From an optimization exercise on the open Yosys and OpenROAD flow, aimed at small area and a short achievable clock period; shortcuts taken in it are not production practice.
No run shown here included a check of the RTL's function; only the layout flow was run.
Power figures rest on the tool's default switching activity, not on a simulated workload. No driver is modelled on the clock port, so clocking that relies on it looks cheaper here than on a real chip.

==> flow/design.v, too long to show whole: its modules and the start of the top module <==
// module sg_nand2: 1 lines
// module sg_nor2: 1 lines
// module sg_inv: 1 lines
// module sg_xor2: 1 lines
// module sg_xnor2: 1 lines
// module sg_aoi21: 1 lines
// module sg_oai21: 1 lines
// module add64: 1032 lines
// module Scrambler: 69 lines
module Scrambler(
  input         clock,
  input         reset,
  input  [63:0] io_in,
  output [63:0] io_out
);
  // ...
==> flow/run.sh <==
#!/bin/bash
# synth_recipe.tcl (not shown) runs the flow's synth.tcl, then flattens the netlist and writes it again
# the make line also repeats each setting of config.mk as NAME=value (left out here)
make -C /OpenROAD-flow-scripts/flow DESIGN_CONFIG=/design/flow/config.mk WORK_HOME=/design/flow/orfs CLKGATE_MAP_FILE= SYNTH_SCRIPT=/design/flow/synth_recipe.tcl finish
==> flow/config.mk <==
export PLATFORM = sky130hd
export DESIGN_NAME = Scrambler
export DESIGN_NICKNAME = Scrambler
export VERILOG_FILES = /design/flow/design.v
export SDC_FILE = /design/flow/constraint.sdc
export NUM_CORES = 4
export LEC_CHECK = 0
export CAP_MARGIN = 20
export CORE_MARGIN = 2
export CORE_UTILIZATION = 65
export CTS_CLUSTER_DIAMETER = 80
export CTS_CLUSTER_SIZE = 32
export SETUP_SLACK_MARGIN = 2.5
export SLEW_MARGIN = 20
export SYNTH_HIERARCHICAL = 1
export SYNTH_MINIMUM_KEEP_SIZE = 0
export TNS_END_PERCENT = 5
==> flow/constraint.sdc <==
create_clock -name core_clock -period 6.0 [get_ports {clock}]
set_input_delay 1.2000 -clock core_clock [delete_from_list [all_inputs] [get_ports {clock}]]
set_output_delay 1.2000 -clock core_clock [all_outputs]
set_load 0.01 [all_outputs]
==> results by group, run 1 <==
Clock network
  • Worst-Skew Late Latency: ~0.64 ns
  • Max clock buf depth: 3
  • H-tree levels: 2
  • Post-CTS Setup Inserts: between 50 and 60
  • CTS buffer count: between 50 and 60

Detailed routing
  • Detailed Route Iter0 Violations: about 1200

Yosys
  • Mux share of post-synthesis cell area: 0
  • Mapped Nets: ~2800
  • Synthesis Warnings: 7
  • Adder-cell area share of the yosys netlist: 0.0223
  • Mapped Cells: approximately 2700
  • Synth Area in XOR/XNOR: 0.0452

Worst setup path
  • Endpoint type of the worst setup path: output pin
  • Bufs and invs on worst path: 6
  • Crit path depth: 15
  • Worst EP required: around 4.8 ns
  • CP max-delay cell: xor2_2

Floorplanning
  • Full die area: 59400 sq um

GRT
  • Pin count of the biggest net entering global routing: 35
  • Busiest layer in global routing: met2
  • Vias in the first global route: about 18000
  • First-pass GRT wire length: 96200 um
  • Remaining Overflow, GRT: 0

Timing
  • Setup_tns: 0 ns
  • Max Slew Vio Count: 0
  • Tmin final: ~4.6 ns

Finish
  • Commonest non-fill, non-tap cell in the layout: dfxtp_1
  • Seq area share: 0.702
  • Seq_cells: ~1500
  • Design Area, Final: 42200 sq um

Pwr
  • Cell Pwr Density: 367 nW/um^2
  • Sw frac: 0.200
  • Gate power share: 0.026

Worst hold path
  • Hold Path Depth: 0
  • Hold_sp: q14[3]

Outcome
  • Status: finished clean
==> inputs of run 2 (changes only) <==
--- a/flow/config.mk
+++ b/flow/config.mk
@@ -8,8 +8,8 @@
 export CAP_MARGIN = 20
 export CORE_MARGIN = 2
 export CORE_UTILIZATION = 65
-export CTS_CLUSTER_DIAMETER = 80
-export CTS_CLUSTER_SIZE = 32
+export CTS_CLUSTER_DIAMETER = 60
+export CTS_CLUSTER_SIZE = 24
 export SETUP_SLACK_MARGIN = 2.5
 export SLEW_MARGIN = 20
 export SYNTH_HIERARCHICAL = 1
==> results by group, run 2 <==
Outcome
  • Status: finished clean (unchanged)

Clock network
  • CTS tree: built (unchanged)
  • CTS Root Cell: clkbuf_16 (unchanged)
  • Worst-Skew Late Latency: 0.63 ns (was 0.64 ns)
  • CTS Sinks: 1479 (unchanged)
  • Max clock buf depth: 3 (unchanged)
  • Hold-fix buffers at CTS: 0 (unchanged)
  • H-tree levels: 3 (was 2)
  • CTS buffer count: 74 (was 53)
  • CTS clk-pin slew, worst paths: 0.08 ns (was 0.11 ns)

GRT
  • Initial antenna violation count: 5 (was 4)
  • Remaining Overflow, GRT: 0 (unchanged)
  • First-pass GRT wire length: 98100 um (was 96200 um)
  • Tot GR Track Use: 0.211 (was 0.207)
  • Vias in the first global route: 18494 (was 18163)
  • Pin count of the biggest net entering global routing: 35 (unchanged)

Detailed routing
  • Vias per cell: 4.96 (about the same)
  • Vias post-DR: 18508 (was 18335)
  • Average wire per standard cell: 16.7 um (about the same)
  • Drt first pass iters: 5 (unchanged)
  • Drt drc: 0 (unchanged)
  • Routed Antenna Nets: 0 (unchanged)
  • Total Wirelength: 62500 um (was 61700 um)
  • Detailed Route Iter0 Violations: 1255 (was 1193)

Placed design
  • Final Wtd Congestion: 0.867 (unchanged)
  • PortBufs: 129 (unchanged)
  • Post-DP HPWL: 39000 um (unchanged)

Worst setup path
  • Setup CP Type: in -> out (unchanged)
  • Critical path, cell by cell: buf_2 > nor2_4 > nor2_4 > a21oi_4 > o21ai_2 > a21oi_4 > buf_12 > o21ai_4 > buf_12 > buf_12 > buf_16 > a21oi_4 > o21ai_2 > xor2_2 > buf_2 (was clkdlybuf4s15_2 > nor2_2 > o21ai_1 > a21oi_2 > o21ai_2 > a21oi_4 > buf_12 > o21ai_4 > buf_12 > buf_12 > buf_16 > a21oi_4 > o21ai_2 > xor2_2 > buf_2)
  • Worst Path Arrival: 3.39 ns (was 3.38 ns)
  • Register-to-Register Path Depth: 12 (unchanged)
  • Endpoint type of the worst setup path: output pin (unchanged)
  • Setup slack, reg-to-reg: 1.90 ns (was 1.94 ns)
  • CP max stage delay: 0.27 ns (was 0.22 ns)
  • RR Startpoint: m6 (unchanged)
  • Critical path launch point type: input port (unchanged)
  • CP max-delay cell: a21oi_4 (was xor2_2)
  • Worst EP required: 4.80 ns (about the same)
  • CP Max Fanout: 8 (unchanged)
  • Reg2reg end: q1[55] (unchanged)

Floorplanning
  • Full die area: 59400 sq um (unchanged)
  • Core box area: 56600 sq um (unchanged)
  • Die X: 244 um (unchanged)
  • Initial Util: 0.660 (unchanged)
  • # rows: 87 (unchanged)
  • Die height: 244 um (unchanged)
  • I/O pin cnt: 130 (unchanged)

Timing
  • Setup violators final: 0 (unchanged)
  • Tmin final: 4.59 ns (was 4.58 ns)
  • Setup_tns: 0 ns (unchanged)
  • Hold_ws: 0.317 ns (about the same)
  • Max_slew headroom: 0.354 (was 0.351)
  • Layout Skew: 0.0216 ns (was 0.0206 ns)
  • Final hold violations: 0 (unchanged)
  • Max Slew Vio Count: 0 (unchanged)
  • RSZ-0062 raised after global routing: yes (unchanged)
  • Worst slew pin tran: 0.967 ns (was 0.971 ns)
  • Fmax: 0.218 GHz (about the same)
  • Fin crit share: 0.766 (was 0.763)

Worst hold path
  • Min-Delay Path Class: reg -> reg (unchanged)
  • Hold Path Depth: 0 (unchanged)
  • Sink of the worst hold path: p3[25] (was q15[3])
  • Hold_sp: p2[25] (was q14[3])

Yosys
  • Post-synth top cells: dfxtp_1 (1479), nor2_1 (149), nand2_1 (142) (unchanged)
  • Mapped Cells: 2715 (unchanged)
  • Most area-hungry cell type in the Yosys netlist: dfxtp_1 (unchanged)
  • Post-synthesis sequential area ratio: 0.792 (unchanged)
  • Share of the synthesized area in the top cell type: 0.792 (unchanged)
  • Synthesis Warnings: 7 (unchanged)
  • Asr flop ratio synth: 0 (unchanged)
  • FF+latch count, synth: 1479 (unchanged)
  • Primary FF master, synth: dfxtp_1 (unchanged)
  • Synth top area cells: dfxtp_1 (79%), xor2_1 (2.8%), ha_1 (2.2%) (unchanged)
  • Mapped Area: 37400 sq um (unchanged)
  • Most common cell in the netlist: dfxtp_1 (unchanged)
  • EDFF count, synth: 0 (unchanged)
  • Synthesized area per cell: 13.8 sq um (unchanged)
  • Count of cell types in the netlist: 64 (unchanged)
  • Mapped Nets: 2847 (unchanged)

Pwr
  • Cell Pwr Density: 381 nW/um^2 (was 367 nW/um^2)
  • Max VDD drop: 0.311 mV (was 0.307 mV)
  • Lkg Pwr: 18.5 nW (was 18.1 nW)

Finish
  • Area delta synth->final: 15.0% (was 12.9%)
  • Share of layout cells above drive strength 1: 0.149 (was 0.132)
  • Final #Nets: 3092 (was 3065)
  • Fin util: 0.759 (was 0.745)
  • Commonest cells after routing, fill and taps aside: dfxtp_1 (1478), and2_1 (128), nand2_1 (121) (was dfxtp_1 (1478), and2_1 (128), nand2_1 (119))
  • Commonest non-fill, non-tap cell in the layout: dfxtp_1 (unchanged)

Run
  • Max-cap violations: 0 (unchanged)
==> run 2: cell counts after synthesis <==
Identical to the previous run, type by type.
==> run 2: repair_timing <==
| item | 4_1_cts | 5_1_grt |
|---|---|---|
| gates resized for setup | 355 | 66 |
| pin swaps | 85 | 41 |
| buffers inserted | 57 | 13 |
| cloned | 2 | 0 |
| endpoints found under the setup margin | 88 | 91 |
==> run 2: stage by stage <==
step	std cells	setup slack, ns	power (mW)	instance area (sq um)
after floorplan	2715	1.85	11.1	37400
after global placement	3568	0.467	11.3	39600
after detailed placement	3568	0.384	11.3	39600
after CTS	3719	1.41	16.5	42800
after global routing	3732	1.34	17.0	43000
final	3733	1.41	16.4	43000
==> run 2: worst max path at each step <==
stage               from  depth (start not counted)          to
3_3_place_gp    io_in[0]                         12  io_out[49]
6_report       io_in[10]                         15  io_out[45]
4_1_cts        io_in[13]                         11  io_out[22]
3_5_place_dp    io_in[0]                         12  io_out[49]
5_1_grt        io_in[10]                         15  io_out[51]
2_1_floorplan   io_in[0]                          9  io_out[35]
==> run 2: critical path, delay by kind of cell <==
family	cells	cell delay, ns
AND/OR/NAND/NOR	2	0.17
XOR/XNOR	1	0.22
buffers and inverters	6	0.88
AO/OA/AOI/OAI	6	0.88
==> run 2: area by class of cell <==
cell class / count / area [sq um]
fillers: 3497 / 13600
inverters: 85 / 319
repair buffers: 209 / 1790
well taps: 756 / 946
flip-flops and latches: 1479 / 29600
diodes: 1 / 2.50
multi-input cells: 1111 / 8230
clock inverters: 11 / 130
clock buffers: 81 / 1960
==> run 2: per-layer routing <==
layer / vias to the layer above / track usage / share of wire
li1: 9185 / - / -
met1: 8827 / 0.306 / 0.49
met2: 383 / 0.326 / 0.45
met3: 113 / 0.0369 / 0.039
met4: 0 / 0.0637 / 0.027
met5: - / 0 / 0
==> run 2: logic make-up after synthesis <==
group           share of synthesized area
compound gates                     0.0646
xor+xnor                           0.0452
fa+ha+maj                          0.0223
buf+inv                            0.0129
flops                               0.792
simple gates                       0.0625
==> run 2: modules after synthesis, one instance, submodules excluded <==
module | area [sq um] | flip-flops and latches
sg_inv | 3.75 | 0
sg_xnor2 | 8.76 | 0
add64 | 7.51 | 0
Scrambler | 34300 | 1479
sg_nor2 | 3.75 | 0
sg_xor2 | 8.76 | 0
sg_nand2 | 3.75 | 0
sg_aoi21 | 8.76 | 0
sg_oai21 | 5.00 | 0
==> run 2: power breakdown <==
group	internal, mW	switching, mW	total (mW)	leakage (nW)
Clock	2.41	2.85	5.26	1.03
Combinational	0.167	0.237	0.404	5.04
Sequential	10.5	0.188	10.7	12.5

-- static timing again, ports no longer ideal --
No port has a modelled driver above. Below, the same layouts with a new extraction and two added sets of constraints.
Step 1, drivers: a clkbuf_16 drives clock and a buf_2 each remaining input, both assumed.
Step 2 also shifts input and output timing later by t, the mid clock arrival at the registers, as if the neighbouring blocks saw the same clock.
a / b / c = ideal ports / drivers / drivers and shift; a / b = the first two.
run	t, ns	slack for setup (ns)	clock arrival spread, ns	slew at the worst register clock pin (ns)	worst data-port slew with drivers (ns)
run 1	0.690	1.421 / 1.382 / 1.382	0.025 / 0.025	0.12 / 0.12	0.08
run 2	0.678	1.407 / 1.380 / 1.380	0.022 / 0.023	0.09 / 0.09	0.08
After both steps setup and hold are still met in every run listed. For run 1, which loses most, drivers alone change the setup slack by -0.039 ns; drivers and shift together by -0.039 ns.
